Background: an optimization exercise with open tools, aiming at small area, a short achievable clock period and few clock cycles per item. Do not read the settings as production practice.
Only simulation tests tie the RTL to the original design; equivalence was not proved.

[design/flow/design.v]
module bmul (
    input wire [13:0] a,
    input wire [15:0] b,
    input wire neg,
    output wire [15:0] p
);
    wire [16:0] be = {b, 1'b0};
    wire [14:0] ae = {a[13], a};
    wire n0 = be[2] ^ neg;
    wire o0 = be[1] ^ be[0];
    wire t0 = (be[2] & ~be[1] & ~be[0]) | (~be[2] & be[1] & be[0]);
    wire p0_0 = (o0 & ae[0]) ^ n0;
    wire p0_1 = ((o0 & ae[1]) | (t0 & ae[0])) ^ n0;
    wire p0_2 = ((o0 & ae[2]) | (t0 & ae[1])) ^ n0;
    wire p0_3 = ((o0 & ae[3]) | (t0 & ae[2])) ^ n0;
    wire p0_4 = ((o0 & ae[4]) | (t0 & ae[3])) ^ n0;
    wire p0_5 = ((o0 & ae[5]) | (t0 & ae[4])) ^ n0;
    wire p0_6 = ((o0 & ae[6]) | (t0 & ae[5])) ^ n0;
    wire p0_7 = ((o0 & ae[7]) | (t0 & ae[6])) ^ n0;
    wire p0_8 = ((o0 & ae[8]) | (t0 & ae[7])) ^ n0;
    wire p0_9 = ((o0 & ae[9]) | (t0 & ae[8])) ^ n0;
    wire p0_10 = ((o0 & ae[10]) | (t0 & ae[9])) ^ n0;
    wire p0_11 = ((o0 & ae[11]) | (t0 & ae[10])) ^ n0;
    wire p0_12 = ((o0 & ae[12]) | (t0 & ae[11])) ^ n0;
    wire p0_13 = ((o0 & ae[13]) | (t0 & ae[12])) ^ n0;
    wire p0_14 = ~(((o0 & ae[14]) | (t0 & ae[13])) ^ n0);
    wire n1 = be[4] ^ neg;
    wire o1 = be[3] ^ be[2];
    wire t1 = (be[4] & ~be[3] & ~be[2]) | (~be[4] & be[3] & be[2]);
    wire p1_0 = (o1 & ae[0]) ^ n1;
    wire p1_1 = ((o1 & ae[1]) | (t1 & ae[0])) ^ n1;
    wire p1_2 = ((o1 & ae[2]) | (t1 & ae[1])) ^ n1;
    wire p1_3 = ((o1 & ae[3]) | (t1 & ae[2])) ^ n1;
    wire p1_4 = ((o1 & ae[4]) | (t1 & ae[3])) ^ n1;
    wire p1_5 = ((o1 & ae[5]) | (t1 & ae[4])) ^ n1;
    wire p1_6 = ((o1 & ae[6]) | (t1 & ae[5])) ^ n1;
    wire p1_7 = ((o1 & ae[7]) | (t1 & ae[6])) ^ n1;
    wire p1_8 = ((o1 & ae[8]) | (t1 & ae[7])) ^ n1;
    wire p1_9 = ((o1 & ae[9]) | (t1 & ae[8])) ^ n1;
    wire p1_10 = ((o1 & ae[10]) | (t1 & ae[9])) ^ n1;
    wire p1_11 = ((o1 & ae[11]) | (t1 & ae[10])) ^ n1;
    wire p1_12 = ((o1 & ae[12]) | (t1 & ae[11])) ^ n1;
    wire p1_13 = ((o1 & ae[13]) | (t1 & ae[12])) ^ n1;
    wire p1_14 = ~(((o1 & ae[14]) | (t1 & ae[13])) ^ n1);
    wire n2 = be[6] ^ neg;
    wire o2 = be[5] ^ be[4];
    wire t2 = (be[6] & ~be[5] & ~be[4]) | (~be[6] & be[5] & be[4]);
    wire p2_0 = (o2 & ae[0]) ^ n2;
    wire p2_1 = ((o2 & ae[1]) | (t2 & ae[0])) ^ n2;
    wire p2_2 = ((o2 & ae[2]) | (t2 & ae[1])) ^ n2;
    wire p2_3 = ((o2 & ae[3]) | (t2 & ae[2])) ^ n2;
    wire p2_4 = ((o2 & ae[4]) | (t2 & ae[3])) ^ n2;
    wire p2_5 = ((o2 & ae[5]) | (t2 & ae[4])) ^ n2;
    wire p2_6 = ((o2 & ae[6]) | (t2 & ae[5])) ^ n2;
    wire p2_7 = ((o2 & ae[7]) | (t2 & ae[6])) ^ n2;
    wire p2_8 = ((o2 & ae[8]) | (t2 & ae[7])) ^ n2;
    wire p2_9 = ((o2 & ae[9]) | (t2 & ae[8])) ^ n2;
    wire p2_10 = ((o2 & ae[10]) | (t2 & ae[9])) ^ n2;
    wire p2_11 = ((o2 & ae[11]) | (t2 & ae[10])) ^ n2;
    wire p2_12 = ((o2 & ae[12]) | (t2 & ae[11])) ^ n2;
    wire p2_13 = ((o2 & ae[13]) | (t2 & ae[12])) ^ n2;
    wire p2_14 = ~(((o2 & ae[14]) | (t2 & ae[13])) ^ n2);
    wire n3 = be[8] ^ neg;
    wire o3 = be[7] ^ be[6];
    wire t3 = (be[8] & ~be[7] & ~be[6]) | (~be[8] & be[7] & be[6]);
    wire p3_0 = (o3 & ae[0]) ^ n3;
    wire p3_1 = ((o3 & ae[1]) | (t3 & ae[0])) ^ n3;
    wire p3_2 = ((o3 & ae[2]) | (t3 & ae[1])) ^ n3;
    wire p3_3 = ((o3 & ae[3]) | (t3 & ae[2])) ^ n3;
    wire p3_4 = ((o3 & ae[4]) | (t3 & ae[3])) ^ n3;
    wire p3_5 = ((o3 & ae[5]) | (t3 & ae[4])) ^ n3;
    wire p3_6 = ((o3 & ae[6]) | (t3 & ae[5])) ^ n3;
    wire p3_7 = ((o3 & ae[7]) | (t3 & ae[6])) ^ n3;
    wire p3_8 = ((o3 & ae[8]) | (t3 & ae[7])) ^ n3;
    wire p3_9 = ((o3 & ae[9]) | (t3 & ae[8])) ^ n3;
    wire p3_10 = ((o3 & ae[10]) | (t3 & ae[9])) ^ n3;
    wire p3_11 = ((o3 & ae[11]) | (t3 & ae[10])) ^ n3;
    wire p3_12 = ((o3 & ae[12]) | (t3 & ae[11])) ^ n3;
    wire p3_13 = ((o3 & ae[13]) | (t3 & ae[12])) ^ n3;
    wire p3_14 = ~(((o3 & ae[14]) | (t3 & ae[13])) ^ n3);
    wire n4 = be[10] ^ neg;
    wire o4 = be[9] ^ be[8];
    wire t4 = (be[10] & ~be[9] & ~be[8]) | (~be[10] & be[9] & be[8]);
    wire p4_0 = (o4 & ae[0]) ^ n4;
    wire p4_1 = ((o4 & ae[1]) | (t4 & ae[0])) ^ n4;
    wire p4_2 = ((o4 & ae[2]) | (t4 & ae[1])) ^ n4;
    wire p4_3 = ((o4 & ae[3]) | (t4 & ae[2])) ^ n4;
    wire p4_4 = ((o4 & ae[4]) | (t4 & ae[3])) ^ n4;
    wire p4_5 = ((o4 & ae[5]) | (t4 & ae[4])) ^ n4;
    wire p4_6 = ((o4 & ae[6]) | (t4 & ae[5])) ^ n4;
    wire p4_7 = ((o4 & ae[7]) | (t4 & ae[6])) ^ n4;
    wire p4_8 = ((o4 & ae[8]) | (t4 & ae[7])) ^ n4;
    wire p4_9 = ((o4 & ae[9]) | (t4 & ae[8])) ^ n4;
    wire p4_10 = ((o4 & ae[10]) | (t4 & ae[9])) ^ n4;
    wire p4_11 = ((o4 & ae[11]) | (t4 & ae[10])) ^ n4;
    wire p4_12 = ((o4 & ae[12]) | (t4 & ae[11])) ^ n4;
    wire p4_13 = ((o4 & ae[13]) | (t4 & ae[12])) ^ n4;
    wire p4_14 = ~(((o4 & ae[14]) | (t4 & ae[13])) ^ n4);
    wire n5 = be[12] ^ neg;
    wire o5 = be[11] ^ be[10];
    wire t5 = (be[12] & ~be[11] & ~be[10]) | (~be[12] & be[11] & be[10]);
    wire p5_0 = (o5 & ae[0]) ^ n5;
    wire p5_1 = ((o5 & ae[1]) | (t5 & ae[0])) ^ n5;
    wire p5_2 = ((o5 & ae[2]) | (t5 & ae[1])) ^ n5;
    wire p5_3 = ((o5 & ae[3]) | (t5 & ae[2])) ^ n5;
    wire p5_4 = ((o5 & ae[4]) | (t5 & ae[3])) ^ n5;
    wire p5_5 = ((o5 & ae[5]) | (t5 & ae[4])) ^ n5;
    wire p5_6 = ((o5 & ae[6]) | (t5 & ae[5])) ^ n5;
    wire p5_7 = ((o5 & ae[7]) | (t5 & ae[6])) ^ n5;
    wire p5_8 = ((o5 & ae[8]) | (t5 & ae[7])) ^ n5;
    wire p5_9 = ((o5 & ae[9]) | (t5 & ae[8])) ^ n5;
    wire p5_10 = ((o5 & ae[10]) | (t5 & ae[9])) ^ n5;
    wire p5_11 = ((o5 & ae[11]) | (t5 & ae[10])) ^ n5;
    wire p5_12 = ((o5 & ae[12]) | (t5 & ae[11])) ^ n5;
    wire p5_13 = ((o5 & ae[13]) | (t5 & ae[12])) ^ n5;
    wire p5_14 = ~(((o5 & ae[14]) | (t5 & ae[13])) ^ n5);
    wire n6 = be[14] ^ neg;
    wire o6 = be[13] ^ be[12];
    wire t6 = (be[14] & ~be[13] & ~be[12]) | (~be[14] & be[13] & be[12]);
    wire p6_0 = (o6 & ae[0]) ^ n6;
    wire p6_1 = ((o6 & ae[1]) | (t6 & ae[0])) ^ n6;
    wire p6_2 = ((o6 & ae[2]) | (t6 & ae[1])) ^ n6;
    wire p6_3 = ((o6 & ae[3]) | (t6 & ae[2])) ^ n6;
    wire p6_4 = ((o6 & ae[4]) | (t6 & ae[3])) ^ n6;
    wire p6_5 = ((o6 & ae[5]) | (t6 & ae[4])) ^ n6;
    wire p6_6 = ((o6 & ae[6]) | (t6 & ae[5])) ^ n6;
    wire p6_7 = ((o6 & ae[7]) | (t6 & ae[6])) ^ n6;
    wire p6_8 = ((o6 & ae[8]) | (t6 & ae[7])) ^ n6;
    wire p6_9 = ((o6 & ae[9]) | (t6 & ae[8])) ^ n6;
    wire p6_10 = ((o6 & ae[10]) | (t6 & ae[9])) ^ n6;
    wire p6_11 = ((o6 & ae[11]) | (t6 & ae[10])) ^ n6;
    wire p6_12 = ((o6 & ae[12]) | (t6 & ae[11])) ^ n6;
    wire p6_13 = ((o6 & ae[13]) | (t6 & ae[12])) ^ n6;
    wire p6_14 = ~(((o6 & ae[14]) | (t6 & ae[13])) ^ n6);
    wire n7 = be[16] ^ neg;
    wire o7 = be[15] ^ be[14];
    wire t7 = (be[16] & ~be[15] & ~be[14]) | (~be[16] & be[15] & be[14]);
    wire p7_0 = (o7 & ae[0]) ^ n7;
    wire p7_1 = ((o7 & ae[1]) | (t7 & ae[0])) ^ n7;
    wire p7_2 = ((o7 & ae[2]) | (t7 & ae[1])) ^ n7;
    wire p7_3 = ((o7 & ae[3]) | (t7 & ae[2])) ^ n7;
    wire p7_4 = ((o7 & ae[4]) | (t7 & ae[3])) ^ n7;
    wire p7_5 = ((o7 & ae[5]) | (t7 & ae[4])) ^ n7;
    wire p7_6 = ((o7 & ae[6]) | (t7 & ae[5])) ^ n7;
    wire p7_7 = ((o7 & ae[7]) | (t7 & ae[6])) ^ n7;
    wire p7_8 = ((o7 & ae[8]) | (t7 & ae[7])) ^ n7;
    wire p7_9 = ((o7 & ae[9]) | (t7 & ae[8])) ^ n7;
    wire p7_10 = ((o7 & ae[10]) | (t7 & ae[9])) ^ n7;
    wire p7_11 = ((o7 & ae[11]) | (t7 & ae[10])) ^ n7;
    wire p7_12 = ((o7 & ae[12]) | (t7 & ae[11])) ^ n7;
    wire w1 = 1'b1 ^ n7;
    wire w2 = 1'b1 & n7;
    wire w3 = n5 ^ p0_10;
    wire w4 = n5 & p0_10;
    wire w5 = p0_11 ^ p1_9;
    wire w6 = p0_11 & p1_9;
    wire w7 = n6 ^ p0_12 ^ p1_10;
    wire w8 = (n6 & p0_12) | (n6 & p1_10) | (p0_12 & p1_10);
    wire w9 = p2_8 ^ p3_6;
    wire w10 = p2_8 & p3_6;
    wire w11 = p0_13 ^ p1_11 ^ p2_9;
    wire w12 = (p0_13 & p1_11) | (p0_13 & p2_9) | (p1_11 & p2_9);
    wire w13 = p3_7 ^ p4_5;
    wire w14 = p3_7 & p4_5;
    wire w15 = w1 ^ p0_14 ^ p1_12;
    wire w16 = (w1 & p0_14) | (w1 & p1_12) | (p0_14 & p1_12);
    wire w17 = p2_10 ^ p3_8 ^ p4_6;
    wire w18 = (p2_10 & p3_8) | (p2_10 & p4_6) | (p3_8 & p4_6);
    wire w19 = p5_4 ^ p6_2;
    wire w20 = p5_4 & p6_2;
    wire w21 = 1'b1 ^ w2 ^ p1_13;
    wire w22 = (1'b1 & w2) | (1'b1 & p1_13) | (w2 & p1_13);
    wire w23 = p2_11 ^ p3_9 ^ p4_7;
    wire w24 = (p2_11 & p3_9) | (p2_11 & p4_7) | (p3_9 & p4_7);
    wire w25 = p5_5 ^ p6_3 ^ p7_1;
    wire w26 = (p5_5 & p6_3) | (p5_5 & p7_1) | (p6_3 & p7_1);
    wire w27 = p1_14 ^ p2_12 ^ p3_10;
    wire w28 = (p1_14 & p2_12) | (p1_14 & p3_10) | (p2_12 & p3_10);
    wire w29 = p4_8 ^ p5_6 ^ p6_4;
    wire w30 = (p4_8 & p5_6) | (p4_8 & p6_4) | (p5_6 & p6_4);
    wire w31 = 1'b1 ^ p2_13 ^ p3_11;
    wire w32 = (1'b1 & p2_13) | (1'b1 & p3_11) | (p2_13 & p3_11);
    wire w33 = p4_9 ^ p5_7;
    wire w34 = p4_9 & p5_7;
    wire w35 = p2_14 ^ p3_12 ^ p4_10;
    wire w36 = (p2_14 & p3_12) | (p2_14 & p4_10) | (p3_12 & p4_10);
    wire w37 = 1'b1 ^ p3_13;
    wire w38 = 1'b1 & p3_13;
    wire w39 = n3 ^ p0_6;
    wire w40 = n3 & p0_6;
    wire w41 = p0_7 ^ p1_5;
    wire w42 = p0_7 & p1_5;
    wire w43 = n4 ^ p0_8 ^ p1_6;
    wire w44 = (n4 & p0_8) | (n4 & p1_6) | (p0_8 & p1_6);
    wire w45 = p2_4 ^ p3_2;
    wire w46 = p2_4 & p3_2;
    wire w47 = p0_9 ^ p1_7 ^ p2_5;
    wire w48 = (p0_9 & p1_7) | (p0_9 & p2_5) | (p1_7 & p2_5);
    wire w49 = p3_3 ^ p4_1;
    wire w50 = p3_3 & p4_1;
    wire w51 = p1_8 ^ p2_6 ^ p3_4;
    wire w52 = (p1_8 & p2_6) | (p1_8 & p3_4) | (p2_6 & p3_4);
    wire w53 = p4_2 ^ p5_0 ^ w3;
    wire w54 = (p4_2 & p5_0) | (p4_2 & w3) | (p5_0 & w3);
    wire w55 = p2_7 ^ p3_5 ^ p4_3;
    wire w56 = (p2_7 & p3_5) | (p2_7 & p4_3) | (p3_5 & p4_3);
    wire w57 = p5_1 ^ w4 ^ w5;
    wire w58 = (p5_1 & w4) | (p5_1 & w5) | (w4 & w5);
    wire w59 = p4_4 ^ p5_2 ^ p6_0;
    wire w60 = (p4_4 & p5_2) | (p4_4 & p6_0) | (p5_2 & p6_0);
    wire w61 = w6 ^ w9 ^ w7;
    wire w62 = (w6 & w9) | (w6 & w7) | (w9 & w7);
    wire w63 = p5_3 ^ p6_1 ^ w10;
    wire w64 = (p5_3 & p6_1) | (p5_3 & w10) | (p6_1 & w10);
    wire w65 = w13 ^ w8 ^ w11;
    wire w66 = (w13 & w8) | (w13 & w11) | (w8 & w11);
    wire w67 = p7_0 ^ w14 ^ w19;
    wire w68 = (p7_0 & w14) | (p7_0 & w19) | (w14 & w19);
    wire w69 = w12 ^ w15 ^ w17;
    wire w70 = (w12 & w15) | (w12 & w17) | (w15 & w17);
    wire w71 = w20 ^ w16 ^ w18;
    wire w72 = (w20 & w16) | (w20 & w18) | (w16 & w18);
    wire w73 = w21 ^ w23 ^ w25;
    wire w74 = (w21 & w23) | (w21 & w25) | (w23 & w25);
    wire w75 = p7_2 ^ w22 ^ w24;
    wire w76 = (p7_2 & w22) | (p7_2 & w24) | (w22 & w24);
    wire w77 = w26 ^ w27 ^ w29;
    wire w78 = (w26 & w27) | (w26 & w29) | (w27 & w29);
    wire w79 = p6_5 ^ p7_3 ^ w33;
    wire w80 = (p6_5 & p7_3) | (p6_5 & w33) | (p7_3 & w33);
    wire w81 = w28 ^ w30 ^ w31;
    wire w82 = (w28 & w30) | (w28 & w31) | (w30 & w31);
    wire w83 = p5_8 ^ p6_6 ^ p7_4;
    wire w84 = (p5_8 & p6_6) | (p5_8 & p7_4) | (p6_6 & p7_4);
    wire w85 = w34 ^ w32 ^ w35;
    wire w86 = (w34 & w32) | (w34 & w35) | (w32 & w35);
    wire w87 = p4_11 ^ p5_9 ^ p6_7;
    wire w88 = (p4_11 & p5_9) | (p4_11 & p6_7) | (p5_9 & p6_7);
    wire w89 = p7_5 ^ w37 ^ w36;
    wire w90 = (p7_5 & w37) | (p7_5 & w36) | (w37 & w36);
    wire w91 = p3_14 ^ p4_12 ^ p5_10;
    wire w92 = (p3_14 & p4_12) | (p3_14 & p5_10) | (p4_12 & p5_10);
    wire w93 = p6_8 ^ p7_6 ^ w38;
    wire w94 = (p6_8 & p7_6) | (p6_8 & w38) | (p7_6 & w38);
    wire w95 = 1'b1 ^ p4_13 ^ p5_11;
    wire w96 = (1'b1 & p4_13) | (1'b1 & p5_11) | (p4_13 & p5_11);
    wire w97 = p6_9 ^ p7_7;
    wire w98 = p6_9 & p7_7;
    wire w99 = p4_14 ^ p5_12 ^ p6_10;
    wire w100 = (p4_14 & p5_12) | (p4_14 & p6_10) | (p5_12 & p6_10);
    wire w101 = 1'b1 ^ p5_13;
    wire w102 = 1'b1 & p5_13;
    wire w103 = n2 ^ p0_4;
    wire w104 = n2 & p0_4;
    wire w105 = p0_5 ^ p1_3;
    wire w106 = p0_5 & p1_3;
    wire w107 = p1_4 ^ p2_2 ^ p3_0;
    wire w108 = (p1_4 & p2_2) | (p1_4 & p3_0) | (p2_2 & p3_0);
    wire w109 = p2_3 ^ p3_1 ^ w40;
    wire w110 = (p2_3 & p3_1) | (p2_3 & w40) | (p3_1 & w40);
    wire w111 = p4_0 ^ w42 ^ w45;
    wire w112 = (p4_0 & w42) | (p4_0 & w45) | (w42 & w45);
    wire w113 = w46 ^ w49 ^ w44;
    wire w114 = (w46 & w49) | (w46 & w44) | (w49 & w44);
    wire w115 = w50 ^ w48 ^ w51;
    wire w116 = (w50 & w48) | (w50 & w51) | (w48 & w51);
    wire w117 = w52 ^ w55 ^ w54;
    wire w118 = (w52 & w55) | (w52 & w54) | (w55 & w54);
    wire w119 = w56 ^ w59 ^ w58;
    wire w120 = (w56 & w59) | (w56 & w58) | (w59 & w58);
    wire w121 = w60 ^ w63 ^ w62;
    wire w122 = (w60 & w63) | (w60 & w62) | (w63 & w62);
    wire w123 = w64 ^ w67 ^ w66;
    wire w124 = (w64 & w67) | (w64 & w66) | (w67 & w66);
    wire w125 = w68 ^ w70 ^ w71;
    wire w126 = (w68 & w70) | (w68 & w71) | (w70 & w71);
    wire w127 = w72 ^ w74 ^ w75;
    wire w128 = (w72 & w74) | (w72 & w75) | (w74 & w75);
    wire w129 = w79 ^ w76 ^ w78;
    wire w130 = (w79 & w76) | (w79 & w78) | (w76 & w78);
    wire w131 = w83 ^ w80 ^ w82;
    wire w132 = (w83 & w80) | (w83 & w82) | (w80 & w82);
    wire w133 = w84 ^ w87 ^ w86;
    wire w134 = (w84 & w87) | (w84 & w86) | (w87 & w86);
    wire w135 = w88 ^ w91 ^ w93;
    wire w136 = (w88 & w91) | (w88 & w93) | (w91 & w93);
    wire w137 = w97 ^ w92 ^ w95;
    wire w138 = (w97 & w92) | (w97 & w95) | (w92 & w95);
    wire w139 = p7_8 ^ w98 ^ w96;
    wire w140 = (p7_8 & w98) | (p7_8 & w96) | (w98 & w96);
    wire w141 = p6_11 ^ p7_9 ^ w101;
    wire w142 = (p6_11 & p7_9) | (p6_11 & w101) | (p7_9 & w101);
    wire w143 = p5_14 ^ p6_12 ^ p7_10;
    wire w144 = (p5_14 & p6_12) | (p5_14 & p7_10) | (p6_12 & p7_10);
    wire w145 = 1'b1 ^ p6_13;
    wire w146 = 1'b1 & p6_13;
    wire w147 = n1 ^ p0_2;
    wire w148 = n1 & p0_2;
    wire w149 = p0_3 ^ p1_1;
    wire w150 = p0_3 & p1_1;
    wire w151 = p1_2 ^ p2_0 ^ w103;
    wire w152 = (p1_2 & p2_0) | (p1_2 & w103) | (p2_0 & w103);
    wire w153 = p2_1 ^ w104 ^ w105;
    wire w154 = (p2_1 & w104) | (p2_1 & w105) | (w104 & w105);
    wire w155 = w106 ^ w39 ^ w107;
    wire w156 = (w106 & w39) | (w106 & w107) | (w39 & w107);
    wire w157 = w41 ^ w108 ^ w109;
    wire w158 = (w41 & w108) | (w41 & w109) | (w108 & w109);
    wire w159 = w43 ^ w110 ^ w111;
    wire w160 = (w43 & w110) | (w43 & w111) | (w110 & w111);
    wire w161 = w47 ^ w112 ^ w113;
    wire w162 = (w47 & w112) | (w47 & w113) | (w112 & w113);
    wire w163 = w53 ^ w114 ^ w115;
    wire w164 = (w53 & w114) | (w53 & w115) | (w114 & w115);
    wire w165 = w57 ^ w116 ^ w117;
    wire w166 = (w57 & w116) | (w57 & w117) | (w116 & w117);
    wire w167 = w61 ^ w118 ^ w119;
    wire w168 = (w61 & w118) | (w61 & w119) | (w118 & w119);
    wire w169 = w65 ^ w120 ^ w121;
    wire w170 = (w65 & w120) | (w65 & w121) | (w120 & w121);
    wire w171 = w69 ^ w122 ^ w123;
    wire w172 = (w69 & w122) | (w69 & w123) | (w122 & w123);
    wire w173 = w73 ^ w124 ^ w125;
    wire w174 = (w73 & w124) | (w73 & w125) | (w124 & w125);
    wire w175 = w77 ^ w126 ^ w127;
    wire w176 = (w77 & w126) | (w77 & w127) | (w126 & w127);
    wire w177 = w81 ^ w128 ^ w129;
    wire w178 = (w81 & w128) | (w81 & w129) | (w128 & w129);
    wire w179 = w85 ^ w130 ^ w131;
    wire w180 = (w85 & w130) | (w85 & w131) | (w130 & w131);
    wire w181 = w89 ^ w132 ^ w133;
    wire w182 = (w89 & w132) | (w89 & w133) | (w132 & w133);
    wire w183 = w90 ^ w135 ^ w134;
    wire w184 = (w90 & w135) | (w90 & w134) | (w135 & w134);
    wire w185 = w94 ^ w137 ^ w136;
    wire w186 = (w94 & w137) | (w94 & w136) | (w137 & w136);
    wire w187 = w99 ^ w138 ^ w139;
    wire w188 = (w99 & w138) | (w99 & w139) | (w138 & w139);
    wire w189 = w100 ^ w141 ^ w140;
    wire w190 = (w100 & w141) | (w100 & w140) | (w141 & w140);
    wire w191 = w102 ^ w143 ^ w142;
    wire w192 = (w102 & w143) | (w102 & w142) | (w143 & w142);
    wire w193 = p7_11 ^ w145 ^ w144;
    wire w194 = (p7_11 & w145) | (p7_11 & w144) | (w145 & w144);
    wire w195 = p6_14 ^ p7_12 ^ w146;
    wire w196 = (p6_14 & p7_12) | (p6_14 & w146) | (p7_12 & w146);
    wire [26:0] sx = {w194, w192, w190, w188, w186, w184, w182, w180, w178, w176, w174, w172, w170, w168, w166, w164, w162, w160, w158, w156, w154, w152, w150, w148, w147, p0_1, n0};
    wire [26:0] sy = {w195, w193, w191, w189, w187, w185, w183, w181, w179, w177, w175, w173, w171, w169, w167, w165, w163, w161, w159, w157, w155, w153, w151, w149, p1_0, 1'b0, p0_0};
    wire [26:0] sum = sx + sy;
    assign p = sum[26:11];
endmodule
module pre85 (
    input wire [14:0] X2,
    output wire [9:0] u1
);
    wire w1 = X2[0] ^ X2[2];
    wire w2 = X2[0] & X2[2];
    wire w3 = X2[1] ^ X2[3];
    wire w4 = X2[1] & X2[3];
    wire w5 = X2[2] ^ X2[4];
    wire w6 = X2[2] & X2[4];
    wire w7 = X2[3] ^ X2[5];
    wire w8 = X2[3] & X2[5];
    wire w9 = X2[4] ^ X2[6];
    wire w10 = X2[4] & X2[6];
    wire w11 = X2[5] ^ X2[7];
    wire w12 = X2[5] & X2[7];
    wire w13 = X2[6] ^ X2[8];
    wire w14 = X2[6] & X2[8];
    wire w15 = X2[7] ^ X2[9];
    wire w16 = X2[7] & X2[9];
    wire w17 = X2[8] ^ X2[10];
    wire w18 = X2[8] & X2[10];
    wire w19 = X2[0] ^ X2[2];
    wire w20 = X2[0] & X2[2];
    wire w21 = X2[1] ^ X2[3];
    wire w22 = X2[1] & X2[3];
    wire w23 = X2[4] ^ X2[6] ^ X2[0];
    wire w24 = (X2[4] & X2[6]) | (X2[4] & X2[0]) | (X2[6] & X2[0]);
    wire w25 = X2[5] ^ X2[7] ^ w2;
    wire w26 = (X2[5] & X2[7]) | (X2[5] & w2) | (X2[7] & w2);
    wire w27 = X2[6] ^ X2[8] ^ w4;
    wire w28 = (X2[6] & X2[8]) | (X2[6] & w4) | (X2[8] & w4);
    wire w29 = X2[7] ^ X2[9] ^ w6;
    wire w30 = (X2[7] & X2[9]) | (X2[7] & w6) | (X2[9] & w6);
    wire w31 = X2[8] ^ X2[10] ^ w8;
    wire w32 = (X2[8] & X2[10]) | (X2[8] & w8) | (X2[10] & w8);
    wire w33 = X2[9] ^ X2[11] ^ w10;
    wire w34 = (X2[9] & X2[11]) | (X2[9] & w10) | (X2[11] & w10);
    wire w35 = X2[10] ^ X2[12] ^ w12;
    wire w36 = (X2[10] & X2[12]) | (X2[10] & w12) | (X2[12] & w12);
    wire w37 = X2[11] ^ X2[13] ^ w14;
    wire w38 = (X2[11] & X2[13]) | (X2[11] & w14) | (X2[13] & w14);
    wire w39 = X2[12] ^ X2[14] ^ w16;
    wire w40 = (X2[12] & X2[14]) | (X2[12] & w16) | (X2[14] & w16);
    wire w41 = X2[9] ^ X2[11] ^ X2[13];
    wire w42 = (X2[9] & X2[11]) | (X2[9] & X2[13]) | (X2[11] & X2[13]);
    wire w43 = X2[10] ^ X2[12];
    wire w44 = X2[10] & X2[12];
    wire w45 = X2[0] ^ X2[2];
    wire w46 = X2[0] & X2[2];
    wire w47 = X2[1] ^ X2[3];
    wire w48 = X2[1] & X2[3];
    wire w49 = X2[4] ^ X2[0] ^ w19;
    wire w50 = (X2[4] & X2[0]) | (X2[4] & w19) | (X2[0] & w19);
    wire w51 = X2[5] ^ w20 ^ w21;
    wire w52 = (X2[5] & w20) | (X2[5] & w21) | (w20 & w21);
    wire w53 = w22 ^ w1 ^ w23;
    wire w54 = (w22 & w1) | (w22 & w23) | (w1 & w23);
    wire w55 = w3 ^ w24 ^ w25;
    wire w56 = (w3 & w24) | (w3 & w25) | (w24 & w25);
    wire w57 = w5 ^ w26 ^ w27;
    wire w58 = (w5 & w26) | (w5 & w27) | (w26 & w27);
    wire w59 = w7 ^ w28 ^ w29;
    wire w60 = (w7 & w28) | (w7 & w29) | (w28 & w29);
    wire w61 = w9 ^ w30 ^ w31;
    wire w62 = (w9 & w30) | (w9 & w31) | (w30 & w31);
    wire w63 = w11 ^ w32 ^ w33;
    wire w64 = (w11 & w32) | (w11 & w33) | (w32 & w33);
    wire w65 = w13 ^ w34 ^ w35;
    wire w66 = (w13 & w34) | (w13 & w35) | (w34 & w35);
    wire w67 = w15 ^ w36 ^ w37;
    wire w68 = (w15 & w36) | (w15 & w37) | (w36 & w37);
    wire w69 = w17 ^ w38 ^ w39;
    wire w70 = (w17 & w38) | (w17 & w39) | (w38 & w39);
    wire w71 = w18 ^ w41 ^ w40;
    wire w72 = (w18 & w41) | (w18 & w40) | (w41 & w40);
    wire w73 = X2[14] ^ w43 ^ w42;
    wire w74 = (X2[14] & w43) | (X2[14] & w42) | (w43 & w42);
    wire w75 = X2[11] ^ X2[13] ^ w44;
    wire w76 = (X2[11] & X2[13]) | (X2[11] & w44) | (X2[13] & w44);
    wire w77 = X2[12] ^ X2[14];
    wire w78 = X2[12] & X2[14];
    wire [20:0] sx = {X2[14], w78, w76, w74, w72, w70, w68, w66, w64, w62, w60, w58, w56, w54, w52, w50, w48, w46, w45, X2[1], X2[0]};
    wire [20:0] sy = {1'b0, X2[13], w77, w75, w73, w71, w69, w67, w65, w63, w61, w59, w57, w55, w53, w51, w49, w47, X2[0], 1'b0, X2[0]};
    wire [20:0] sum = sx + sy;
    assign u1 = sum[20:11];
endmodule
module pre2 (
    input wire [13:0] T,
    input wire s,
    output wire [8:0] q
);
    wire [13:0] Tn = T ^ {14{~s}};
    wire sgn = ~s & Tn[13];
    wire m3 = ~s & Tn[0];
    wire m4 = s ? T[0] : Tn[1];
    wire m5 = s ? T[1] : Tn[2];
    wire m6 = s ? T[2] : Tn[3];
    wire m7 = s ? T[3] : Tn[4];
    wire m8 = s ? T[4] : Tn[5];
    wire m9 = s ? T[5] : Tn[6];
    wire m10 = s ? T[6] : Tn[7];
    wire m11 = s ? T[7] : Tn[8];
    wire m12 = s ? T[8] : Tn[9];
    wire m13 = s ? T[9] : Tn[10];
    wire m14 = s ? T[10] : Tn[11];
    wire m15 = s ? T[11] : Tn[12];
    wire m16 = s ? T[12] : Tn[13];
    wire m17 = s ? T[13] : sgn;
    wire w1 = s ^ ~s;
    wire w2 = s & ~s;
    wire w3 = s ^ m4;
    wire w4 = s & m4;
    wire w5 = s ^ m5;
    wire w6 = s & m5;
    wire w7 = s ^ m6;
    wire w8 = s & m6;
    wire w9 = s ^ m7;
    wire w10 = s & m7;
    wire w11 = s ^ m8;
    wire w12 = s & m8;
    wire w13 = s ^ ~s;
    wire w14 = s & ~s;
    wire w15 = s ^ Tn[1];
    wire w16 = s & Tn[1];
    wire w17 = s ^ Tn[2];
    wire w18 = s & Tn[2];
    wire w19 = m3 ^ Tn[3] ^ w1;
    wire w20 = (m3 & Tn[3]) | (m3 & w1) | (Tn[3] & w1);
    wire w21 = Tn[4] ^ w2 ^ w3;
    wire w22 = (Tn[4] & w2) | (Tn[4] & w3) | (w2 & w3);
    wire w23 = Tn[5] ^ w4 ^ w5;
    wire w24 = (Tn[5] & w4) | (Tn[5] & w5) | (w4 & w5);
    wire w25 = Tn[6] ^ w6 ^ w7;
    wire w26 = (Tn[6] & w6) | (Tn[6] & w7) | (w6 & w7);
    wire w27 = Tn[7] ^ w8 ^ w9;
    wire w28 = (Tn[7] & w8) | (Tn[7] & w9) | (w8 & w9);
    wire w29 = Tn[8] ^ w10 ^ w11;
    wire w30 = (Tn[8] & w10) | (Tn[8] & w11) | (w10 & w11);
    wire w31 = m9 ^ Tn[9] ^ w12;
    wire w32 = (m9 & Tn[9]) | (m9 & w12) | (Tn[9] & w12);
    wire w33 = m10 ^ Tn[10];
    wire w34 = m10 & Tn[10];
    wire w35 = m11 ^ Tn[11];
    wire w36 = m11 & Tn[11];
    wire w37 = m12 ^ Tn[12];
    wire w38 = m12 & Tn[12];
    wire w39 = m13 ^ Tn[13];
    wire w40 = m13 & Tn[13];
    wire w41 = m14 ^ sgn;
    wire w42 = m14 & sgn;
    wire w43 = m15 ^ sgn;
    wire w44 = m15 & sgn;
    wire w45 = m16 ^ sgn;
    wire w46 = m16 & sgn;
    wire w47 = m17 ^ sgn;
    wire w48 = m17 & sgn;
    wire w49 = w13 & Tn[0];
    wire w50 = w13 ^ Tn[0];
    wire w51 = w14 & w15;
    wire w52 = w14 ^ w15;
    wire w53 = w16 & w17;
    wire w54 = w16 ^ w17;
    wire w55 = w18 & w19;
    wire w56 = w18 ^ w19;
    wire w57 = w20 & w21;
    wire w58 = w20 ^ w21;
    wire w59 = w22 & w23;
    wire w60 = w22 ^ w23;
    wire w61 = w24 & w25;
    wire w62 = w24 ^ w25;
    wire w63 = w26 & w27;
    wire w64 = w26 ^ w27;
    wire w65 = w28 & w29;
    wire w66 = w28 ^ w29;
    wire w67 = w30 & w31;
    wire w68 = w30 ^ w31;
    wire w69 = w32 & w33;
    wire w70 = w32 ^ w33;
    wire w71 = w34 & w35;
    wire w72 = w34 ^ w35;
    wire w73 = w36 & w37;
    wire w74 = w36 ^ w37;
    wire w75 = w38 & w39;
    wire w76 = w38 ^ w39;
    wire w77 = w40 & w41;
    wire w78 = w40 ^ w41;
    wire w79 = w42 & w43;
    wire w80 = w42 ^ w43;
    wire w81 = w44 & w45;
    wire w82 = w44 ^ w45;
    wire w83 = w46 & w47;
    wire w84 = w46 ^ w47;
    wire w85 = w51 | (w52 & w49);
    wire w86 = w55 | (w56 & w53);
    wire w87 = w56 & w54;
    wire w88 = w59 | (w60 & w57);
    wire w89 = w60 & w58;
    wire w90 = w63 | (w64 & w61);
    wire w91 = w64 & w62;
    wire w92 = w67 | (w68 & w65);
    wire w93 = w68 & w66;
    wire w94 = w71 | (w72 & w69);
    wire w95 = w72 & w70;
    wire w96 = w75 | (w76 & w73);
    wire w97 = w76 & w74;
    wire w98 = w79 | (w80 & w77);
    wire w99 = w80 & w78;
    wire w100 = w83 | (w84 & w81);
    wire w101 = w84 & w82;
    wire w102 = w53 | (w54 & w85);
    wire w103 = w86 | (w87 & w85);
    wire w104 = w61 | (w62 & w88);
    wire w105 = w62 & w89;
    wire w106 = w90 | (w91 & w88);
    wire w107 = w91 & w89;
    wire w108 = w69 | (w70 & w92);
    wire w109 = w70 & w93;
    wire w110 = w94 | (w95 & w92);
    wire w111 = w95 & w93;
    wire w112 = w77 | (w78 & w96);
    wire w113 = w78 & w97;
    wire w114 = w98 | (w99 & w96);
    wire w115 = w99 & w97;
    wire w116 = w57 | (w58 & w103);
    wire w117 = w88 | (w89 & w103);
    wire w118 = w104 | (w105 & w103);
    wire w119 = w106 | (w107 & w103);
    wire w120 = w73 | (w74 & w110);
    wire w121 = w74 & w111;
    wire w122 = w96 | (w97 & w110);
    wire w123 = w97 & w111;
    wire w124 = w112 | (w113 & w110);
    wire w125 = w113 & w111;
    wire w126 = w114 | (w115 & w110);
    wire w127 = w115 & w111;
    wire w128 = w65 | (w66 & w119);
    wire w129 = w92 | (w93 & w119);
    wire w130 = w108 | (w109 & w119);
    wire w131 = w110 | (w111 & w119);
    wire w132 = w120 | (w121 & w119);
    wire w133 = w122 | (w123 & w119);
    wire w134 = w124 | (w125 & w119);
    wire w135 = w126 | (w127 & w119);
    wire w136 = w81 | (w82 & w135);
    wire w137 = w100 | (w101 & w135);
    wire w138 = w68 ^ w128;
    wire w139 = w70 ^ w129;
    wire w140 = w72 ^ w130;
    wire w141 = w74 ^ w131;
    wire w142 = w76 ^ w132;
    wire w143 = w78 ^ w133;
    wire w144 = w80 ^ w134;
    wire w145 = w82 ^ w135;
    wire w146 = w84 ^ w136;
    assign q = {w146, w145, w144, w143, w142, w141, w140, w139, w138};
endmodule
module main (
    input wire [15:0] v, x,
    input wire clk, reset, start,
    output wire done,
    output wire [15:0] final_result
);
    reg [5:0] p;
    reg done_r;
    reg [14:0] X2;
    reg [13:0] T;
    reg [15:0] F;
    wire [9:0] u1;
    pre85 p85 (.X2(X2), .u1(u1));
    wire [8:0] a23;
    pre2 p23 (.T(T), .s(p[2]), .q(a23));
    wire [8:0] t9 = T[8:0];
    wire k1 = (t9 != 9'd0), k2 = (t9 >= 9'd90), k3 = (t9 >= 9'd179);
    wire k4 = (t9 >= 9'd268), k5 = (t9 >= 9'd357), k6 = (t9 >= 9'd446);
    wire [2:0] a4 = {k4, (k2 & ~k4) | k6, (k1 & ~k2) | (k3 & ~k4) | (k5 & ~k6)};
    wire [13:0] ra = p[1] ? 14'd2048 : F[13:0];
    wire [13:0] rb = p[1] ? {1'b1, ~X2[14:1]} : T;
    wire [14:0] rc;
    wire [13:0] acc_n;
    assign rc[0] = p[1] & ~X2[0];
    genvar i;
    generate
        for (i = 0; i < 14; i = i + 1) begin : rip
            assign acc_n[i] = ra[i] ^ rb[i] ^ rc[i];
            assign rc[i+1] = (ra[i] & rb[i]) | (ra[i] & rc[i]) | (rb[i] & rc[i]);
        end
    endgenerate
    wire [13:0] accf = F[13:0] + T;
    wire [13:0] A = ({14{p[0]}} & x[13:0]) | ({14{p[1]}} & {4'b0, u1}) |
                    ({14{p[2] | p[3]}} & {5'b0, a23}) | ({14{p[4]}} & {11'b0, a4}) |
                    ({14{p[5]}} & accf);
    wire [15:0] B = ({16{p[0]}} & {{2{x[13]}}, x[13:0]}) | ({16{p[5]}} & v) |
                    ({16{~p[0] & ~p[5]}} & {1'b0, X2});
    wire [15:0] P;
    bmul mul (.a(A), .b(B), .neg(p[2] | p[4]), .p(P));
    always @(posedge clk) begin
        if (reset) begin
            p <= 6'b000001;
            done_r <= 1'b0;
        end else begin
            if (p[0]) begin
                if (start) begin p <= 6'b000010; done_r <= 1'b0; end
            end else begin
                p <= {p[4:0], p[5]};
                if (p[5]) done_r <= 1'b1;
            end
        end
    end
    always @(posedge clk) begin
        if (p[0]) X2 <= P[14:0];
        T <= P[13:0];
        if (p[5]) F <= P;
        else if (!p[0]) F[13:0] <= acc_n;
    end
    assign done = done_r;
    assign final_result = F;
endmodule
[design/flow/flow/run.sh]
#!/bin/bash
# The standard layout (standard.sh) with three changes:
#  - the ports get plain buf_2 buffers instead of the delay cells buffer_ports
#    picks by default (every port still gets its buffer);
#  - after the standard synthesis, flow/polopt.py chooses the polarity of each
#    full-adder cell (a full adder is self-dual) so that fewer inverters are
#    needed between adder cells, and rebuilds a half adder from plain gates
#    (xnor2, nand2) where its outputs are wanted inverted;
#  - flow/remap.sh maps the plain logic between registers and adder cells
#    again with an area-oriented ABC script; the timing repair of the layout
#    steps sizes it afterwards.
# Registers, adder cells and their names are untouched.
# Each tool's output goes to its own log file in this folder.
set -euo pipefail
export BUFFER_PORTS_ARGS="-buffer_cell sky130_fd_sc_hd__buf_2"
RES="$PWD/orfs/results/sky130hd/main/base"
bash standard.sh "$RES/1_2_yosys.v" > synth.log 2>&1
python3 flow/polopt.py "$RES/1_2_yosys.v" "$RES/1_2_yosys_pol.v" > polopt.log 2>&1
bash flow/remap.sh "$RES/1_2_yosys_pol.v" "$RES/1_2_yosys_remap.v" '+strash;dch;amap;topo;upsize,-c;dnsize,-c' > remap.log 2>&1
rm -f "$RES/1_2_yosys_pol.v"
mv "$RES/1_2_yosys_remap.v" "$RES/1_2_yosys.v"
bash standard.sh > standard_flow.log 2>&1
[design/flow/flow/polopt.py]
#!/usr/bin/env python3
"""Full-adder polarity pass for a Yosys gate netlist (one flat module).

A full adder is self-dual: FA(~a,~b,~c) = (~sum, ~cout). Yosys's adder
extraction leaves inverters between adder cells; this pass chooses, for each
sky130 fa cell, whether to use it in inverted form so that as few inverters as
possible are needed, then rebuilds the inverters (one per signal and polarity).
The logic function of every net that is a port or a register input is unchanged.

usage: polopt.py IN.v OUT.v
"""
import re, sys
from collections import defaultdict

src = open(sys.argv[1]).read()
m = re.search(r'module\s+(\w+)\s*\((.*?)\);(.*)endmodule', src, re.S)
top, portlist, body = m.group(1), m.group(2), m.group(3)

# statements: declarations and cell instances
cell_re = re.compile(r'\s*(sky130_fd_sc_hd__\w+)\s+(\S+)\s*\((.*?)\);', re.S)
decl_re = re.compile(r'\s*(input|output|inout|wire)\b[^;]*;', re.S)
pin_re = re.compile(r'\.(\w+)\(\s*([^()]*?)\s*\)')

stmts = []
pos = 0
decls = []
cells = []
for mm in re.finditer(r'[^;]*;', body, re.S):
    st = mm.group(0)
    if decl_re.fullmatch(st):
        decls.append(st.strip())
    else:
        cm = cell_re.fullmatch(st)
        if not cm:
            if st.strip():
                raise SystemExit("unparsed statement: " + st.strip()[:200])
            continue
        pins = dict(pin_re.findall(cm.group(3)))
        cells.append([cm.group(1), cm.group(2), pins])

OUTPINS = {'X', 'Y', 'Q', 'Q_N', 'SUM', 'COUT', 'HI', 'LO'}
def is_inv(t):
    return re.match(r'sky130_fd_sc_hd__(clk)?inv_\d+$', t) is not None
def is_fa(t):
    return re.match(r'sky130_fd_sc_hd__fa_\d+$', t) is not None

outputs = set()
for d in decls:
    if d.startswith('output'):
        mm = re.match(r'output\s*(\[(\d+):(\d+)\])?\s*(\w+)\s*;', d)
        if mm.group(1):
            hi, lo = int(mm.group(2)), int(mm.group(3))
            for i in range(min(hi, lo), max(hi, lo) + 1):
                outputs.add(f"{mm.group(4)}[{i}]")
        else:
            outputs.add(mm.group(4))

# driver map
drv = {}
for c in cells:
    for p, n in c[2].items():
        if p in OUTPINS:
            drv[n] = c
inv_of = {}   # inverter output net -> input net
for c in cells:
    if is_inv(c[0]):
        inv_of[c[2]['Y']] = c[2]['A']

def root(n):
    """(root net, polarity): n == root ^ pol"""
    pol = 0
    while n in inv_of:
        n = inv_of[n]
        pol ^= 1
    return n, pol

# inverters that drive an output port stay as they are (their net names are fixed)
keep_inv = set()
for c in cells:
    if is_inv(c[0]) and c[2]['Y'] in outputs:
        keep_inv.add(c[1])

fas = [c for c in cells if is_fa(c[0])]
fa_of_out = {}
for c in fas:
    fa_of_out[c[2]['SUM']] = c
    fa_of_out[c[2]['COUT']] = c

# consumers: every input pin of a non-inverter cell (and kept inverters), wanting (root, pol)
cons = []   # [cell, pin, root, pol]
for c in cells:
    if is_inv(c[0]) and c[1] not in keep_inv:
        continue
    for p, n in c[2].items():
        if p in OUTPINS or n == '':
            continue
        r, q = root(n)
        cons.append([c, p, r, q])
cons_by_root = defaultdict(list)
for k in cons:
    cons_by_root[k[2]].append(k)

flip = {c[1]: 0 for c in fas}
def is_const(r):
    return r in ("1'h0", "1'h1", "1'b0", "1'b1")

def phys_pol(r):
    c = fa_of_out.get(r)
    return flip[c[1]] if c is not None else 0

def need(k):
    """polarity (relative to the root's function) this consumer needs"""
    c = k[0]
    return k[3] ^ (flip[c[1]] if is_fa(c[0]) else 0)

def root_cost(r):
    if is_const(r):
        return 0
    pp = phys_pol(r)
    return 1 if any(need(k) != pp for k in cons_by_root[r]) else 0

def local_roots(c):
    rs = set()
    for p in ('A', 'B', 'CIN'):
        rs.add(root(c[2][p])[0])
    rs.add(c[2]['SUM']); rs.add(c[2]['COUT'])
    return rs

total0 = sum(root_cost(r) for r in cons_by_root)
improved = True
rounds = 0
while improved and rounds < 50:
    improved = False
    rounds += 1
    for c in fas:
        rs = local_roots(c)
        before = sum(root_cost(r) for r in rs)
        flip[c[1]] ^= 1
        after = sum(root_cost(r) for r in rs)
        if after < before:
            improved = True
        else:
            flip[c[1]] ^= 1
total1 = sum(root_cost(r) for r in cons_by_root)
ninv0 = sum(1 for c in cells if is_inv(c[0]))
sys.stderr.write(f"polopt: {ninv0} inverters before; signals needing an inverter {total0} -> {total1}; "
                 f"{sum(flip.values())} of {len(fas)} adders flipped\n")

# half adders whose outputs are wanted inverted: build them from plain gates
# (xnor2 / nand2 give the inverted sum / carry directly), when that is smaller
def is_ha(t):
    return re.match(r'sky130_fd_sc_hd__ha_\d+$', t) is not None
ha_remap = {}   # HA cell name -> {'SUM': set(pols), 'COUT': set(pols)}
for c in cells:
    if not is_ha(c[0]):
        continue
    needs = {}
    for p in ('SUM', 'COUT'):
        r = c[2].get(p, '')
        needs[p] = {need(k) for k in cons_by_root.get(r, [])} if r else set()
    # area: ha 12.5, inv 3.75, xor2/xnor2 8.76, and2 6.26, nand2 3.75
    keep = 12.51 + 3.75 * (1 in needs['SUM']) + 3.75 * (1 in needs['COUT'])
    if len(needs['SUM']) > 1 or len(needs['COUT']) > 1:
        continue
    gates = 0.0
    gates += 8.76 if needs['SUM'] else 0.0
    gates += (3.75 if needs['COUT'] == {1} else 6.26) if needs['COUT'] else 0.0
    if gates < keep:
        ha_remap[c[1]] = needs

# rebuild
new_cells = []
inv_net = {}
newwires = []
def inverted(r):
    if r in ("1'h0", "1'b0"):
        return "1'h1"
    if r in ("1'h1", "1'b1"):
        return "1'h0"
    if r not in inv_net:
        nm = f"_polinv{len(inv_net)}_"
        inv_net[r] = nm
        newwires.append(nm)
        new_cells.append(['sky130_fd_sc_hd__inv_1', f"_polinv_cell{len(inv_net)}_", {'A': r, 'Y': nm}])
    return inv_net[r]

gate_out = {}   # (root net, polarity) -> replacement net driven by a plain gate
pending = []    # plain gates replacing half adders; built once the adders' inputs are rewired
for c in cells:
    if is_inv(c[0]) and c[1] not in keep_inv:
        continue
    if c[1] in ha_remap:
        needs = ha_remap[c[1]]
        for p, pols in needs.items():
            if not pols:
                continue
            pol = next(iter(pols))
            nm = f"_polg{len(gate_out)}_"
            newwires.append(nm)
            gate_out[(c[2][p], pol)] = nm
            pending.append((c, p, pol, nm, len(gate_out)))
        continue
    new_cells.append(c)
for k in cons:
    c, p, r, q = k
    want = need(k)
    if (r, want) in gate_out:
        c[2][p] = gate_out[(r, want)]
    else:
        c[2][p] = r if want == phys_pol(r) else inverted(r)
for c, p, pol, nm, i in pending:
    a, b = c[2]['A'], c[2]['B']
    if p == 'SUM':
        t = 'sky130_fd_sc_hd__xnor2_1' if pol else 'sky130_fd_sc_hd__xor2_1'
    else:
        t = 'sky130_fd_sc_hd__nand2_1' if pol else 'sky130_fd_sc_hd__and2_1'
    new_cells.append([t, f"_polg_cell{i}_", {'A': a, 'B': b, ('Y' if pol else 'X'): nm}])
# a flipped adder keeps its output nets: they now carry the inverted function, which
# phys_pol accounts for; every consumer was rewired above.

out = [f"module {top}({portlist});"]
out += ["  " + d for d in decls]
out += [f"  wire {w};" for w in newwires]
for t, nm, pins in new_cells:
    pl = ",\n".join(f"    .{p}({n}{' ' if n.startswith(chr(92)) else ''})" for p, n in pins.items())
    out.append(f"  {t} {nm} (\n{pl}\n  );")
out.append("endmodule")
open(sys.argv[2], 'w').write("\n".join(out) + "\n")
[design/flow/flow/remap.sh]
#!/bin/bash
# Maps the synthesized netlist's plain logic again with ABC, keeping every
# register, full adder and half adder instance (and its name) as it is.
# usage: remap.sh IN.v OUT.v ABC_SCRIPT
set -euo pipefail
LIB="$FLOW_HOME/platforms/sky130hd/lib/sky130_fd_sc_hd__tt_025C_1v80.lib"
DONT_USE=""
for c in sky130_fd_sc_hd__lpflow_bleeder_1 sky130_fd_sc_hd__lpflow_clkbufkapwr_1 sky130_fd_sc_hd__lpflow_clkbufkapwr_16 sky130_fd_sc_hd__lpflow_clkbufkapwr_2 sky130_fd_sc_hd__lpflow_clkbufkapwr_4 sky130_fd_sc_hd__lpflow_clkbufkapwr_8 sky130_fd_sc_hd__lpflow_clkinvkapwr_1 sky130_fd_sc_hd__lpflow_clkinvkapwr_16 sky130_fd_sc_hd__lpflow_clkinvkapwr_2 sky130_fd_sc_hd__lpflow_clkinvkapwr_4 sky130_fd_sc_hd__lpflow_clkinvkapwr_8 sky130_fd_sc_hd__lpflow_decapkapwr_12 sky130_fd_sc_hd__lpflow_decapkapwr_3 sky130_fd_sc_hd__lpflow_decapkapwr_4 sky130_fd_sc_hd__lpflow_decapkapwr_6 sky130_fd_sc_hd__lpflow_decapkapwr_8 sky130_fd_sc_hd__lpflow_inputiso0n_1 sky130_fd_sc_hd__lpflow_inputiso0p_1 sky130_fd_sc_hd__lpflow_inputiso1n_1 sky130_fd_sc_hd__lpflow_inputiso1p_1 sky130_fd_sc_hd__lpflow_inputisolatch_1 sky130_fd_sc_hd__lpflow_isobufsrc_1 sky130_fd_sc_hd__lpflow_isobufsrc_16 sky130_fd_sc_hd__lpflow_isobufsrc_2 sky130_fd_sc_hd__lpflow_isobufsrc_4 sky130_fd_sc_hd__lpflow_isobufsrc_8 sky130_fd_sc_hd__lpflow_isobufsrckapwr_16 sky130_fd_sc_hd__lpflow_lsbuf_lh_hl_isowell_tap_1 sky130_fd_sc_hd__lpflow_lsbuf_lh_hl_isowell_tap_2 sky130_fd_sc_hd__lpflow_lsbuf_lh_hl_isowell_tap_4 sky130_fd_sc_hd__lpflow_lsbuf_lh_isowell_4 sky130_fd_sc_hd__lpflow_lsbuf_lh_isowell_tap_1 sky130_fd_sc_hd__lpflow_lsbuf_lh_isowell_tap_2 sky130_fd_sc_hd__lpflow_lsbuf_lh_isowell_tap_4 sky130_fd_sc_hd__probe_p_8 sky130_fd_sc_hd__probec_p_8 ; do DONT_USE="$DONT_USE -dont_use $c"; done
cat > remap.ys <<EOT
read_liberty -ignore_miss_func $LIB
read_verilog $1
hierarchy -top main
setattr -mod -set keep_hierarchy 1 sky130_fd_sc_hd__fa_1 sky130_fd_sc_hd__ha_1 sky130_fd_sc_hd__dfxtp_1 sky130_fd_sc_hd__edfxtp_1 sky130_fd_sc_hd__conb_1
flatten
opt_clean
abc -liberty $LIB $DONT_USE -script $3
opt_clean -purge
select main
write_verilog -selected -noattr -noexpr -nohex -nodec $2
EOT
"$FLOW_HOME/../tools/install/yosys/bin/yosys" -s remap.ys
[design/flow/standard.sh]
#!/bin/bash
# synth_recipe.tcl (not shown) runs the flow's synth.tcl, then flattens the netlist and writes it again
# the make line also repeats each setting of config.mk as NAME=value (left out here)
make -C /OpenROAD-flow-scripts/flow DESIGN_CONFIG=/design/flow/config.mk WORK_HOME=/design/flow/orfs CLKGATE_MAP_FILE= SYNTH_SCRIPT=/design/flow/synth_recipe.tcl "${@:-finish}"
[design/flow/config.mk]
export PLATFORM = sky130hd
export DESIGN_NAME = main
export DESIGN_NICKNAME = main
export VERILOG_FILES = /design/flow/design.v
export SDC_FILE = /design/flow/constraint.sdc
export NUM_CORES = 4
export LEC_CHECK = 0
export ABC_AREA = 1
export CAP_MARGIN = 20
export CORE_MARGIN = 2
export CORE_UTILIZATION = 40
export SETUP_SLACK_MARGIN = 4.0
export SLEW_MARGIN = 20
[design/flow/constraint.sdc]
create_clock -name core_clock -period 13.0 [get_ports {clk}]
set_input_delay 2.6000 -clock core_clock [delete_from_list [all_inputs] [get_ports {clk}]]
set_output_delay 2.6000 -clock core_clock [all_outputs]
set_load 0.01 [all_outputs]
==> out/metrics.cfg <==
[setup_path]
cpPeakStageDelay_ps=570
path_class=flop to flop
critPathCaptureType=flop
required_ps=13050
arrival_ps=9050
cp_common_cell=fa_1
r2r_slack_ps=4010
r2r_start=X2[3]
reg2reg_depth=40
startpoint=X2[3]
rr_endpoint=F[15]
cp_slowest_cell=fa_1
start_kind=flop
critPathMaxFanout=6

[clock_network]
htreeDepth=2
clkSinkCount=52
cts_root_buf=clkbuf_16
postCtsHoldBufs=0
clock_path_buffers=2
path_clk_slew_ps=70
cts_tree=yes
clkLatencyLatePin_ps=310
cts_made_buffers=5

[global_route]
grt_max_degree=40
grt_use_total_pct=26.3
antenna_found_initial=0
grt_overflow=0
first_global_vias=10000
grt_first_pass_wirelength_um=55100

[die]
rows=58
fp.dieH_um=165
die-area_sq_um=27100
coreArea_sq_um=25300
start_util_pct=40.9
num_io_pins=52
die_w_um=165

[yosys]
syn-instance-count=1275
syn_area_per_cell_sq_um=8.10
syn_nets=1530
synth_warnings=1
netlist_area_sq_um=10300

[detailed_routing]
totalWireLength_um=35800
drc_errors=0
drt.antenna.violating_nets=0
wire_per_inst_um=20.5
drt_pre_antenna_iters=7
first_iter_violations=804
vias=10700
viasPerCell=6.12

[timing]
setup_viol=0
slew_headroom_pct=35.5
fmax_mhz=111
min_period_over_period_pct=69.2
drv_slew=0
finalCriticalPeriod_ps=8990
fin_worst_skew_ps=9.78
tightest_slew_ps=968
fin_setup_tns_ps=0
grt_setup_unrepaired=yes
hold_viol_final=0
hold_ws_ps=478

[layout]
syn_to_final_growth_pct=21.3
final_nets=1668
diodes=0
drive_gt1_share_pct=20.1
utilization_pct=49.6
n_fill_cell=2472

[placed_design]
place_hpwl_um=26500
port_buffers=49
gp_congestion=0.932

[run]
maxCapViolCount=0

[hold_path]
holdPathStages=2
holdPathEnd=done_r
min_path_type=flop to flop
hp-start=done_r

[status]
status=no timing/DRC/antenna violations

## critical path: cells and delay by family (launching register included)
| family | cells | cell delay (ps) |
|---|---|---|
| compound gates | 13 | 2190 |
| buf+inv | 5 | 560 |
| simple gates | 13 | 1710 |
| flops | 1 | 520 |
| fa+ha+maj | 9 | 3740 |
## metrics by stage
step                      setup WS, ps  cells  instance area, sq um
final                             4010   1744                 12500
after floorplan                   4030   1275                 10300
after global routing              3660   1744                 12500
after global placement            2790   1692                 11300
after detailed placement          2710   1692                 11300
after CTS                         3760   1719                 11900
## cells in the final DEF, fill, tap and decap left out, types with 15 or more instances in the layout
cell type / n
buf_2: 49
nor2b_1: 20
fa_1: 113
dfxtp_1: 16
nand2_1: 86
o21ai_0: 42
buf_4: 72
clkinv_1: 102
ha_1: 85
a21oi_2: 18
o22ai_1: 121
inv_2: 15
a21oi_1: 159
edfxtp_1: 31
nor2_1: 193
## final cells by class
type	count	area, sq um	area share [%]
inverter	122	475	3.80
tap	330	413	3.30
timing repair buffer	131	950	7.59
clock buffer	6	139	1.11
multi-input combinational	1101	9170	73.3
clock inverter	2	13.8	0.110
sequential	52	1360	10.8
## registers in the layout, summed over array words and instances, names as in the netlist
name / cells
F: 16
T: 14
X2: 15
done_r: 1
p: 6
## per-layer routing
layer,global-route usage [%],vias up,wire (um)
met2,45.7,399,17600
met3,2.18,42,2120
met4,5.85,0,614
met1,35.7,5193,15500
li1,-,5047,-
met5,0,-,0
## what timing repair did
item	CTS	global route
setup endpoints to repair	44	44
setup buffers	19	24
pin swaps	12	42
gates resized for setup	53	101
cloned	0	1
## worst max path at each step
stage,endpoint,slack (ps),depth (start not counted)
2_1_floorplan,F[15],4030,39
3_3_place_gp,F[15],2790,39
3_5_place_dp,F[15],2710,39
4_1_cts,F[15],3760,40
5_1_grt,F[10],3660,42
6_report,F[15],4010,40
Testbench counts, summed over its fixed seeds: cycles 14,400, items 2,400.

==> what the ideal ports hide <==
In the flow no input, the clock included, has a driving cell. The finished layout below was timed again as built, in two steps. Step 1: set_driving_cell puts a clkbuf_16 on clk and a buf_2 on each other input, an assumption about the parent block. Step 2 adds t to the input delays and takes it off the output delays; t is the mean of the earliest and latest rising clock arrival at the registers after step 1. Input paths then give back, and output paths get back, about the clock's delay inside the block. a / b / c = ideal ports / drivers / drivers and shift; a / b = the first two.
t (ns): 0.348
setup slack, ns: 4.006 / 4.006 / 3.903
hold WS [ns]: 0.478 / 0.478 / 0.478
worst setup path after step 2: input to register
worst register clock-pin slew, ns: 0.07 / 0.07
After both steps this run still meets setup and hold. The setup slack of this run moves by 0.000 ns with the drivers and by -0.103 ns with both steps.
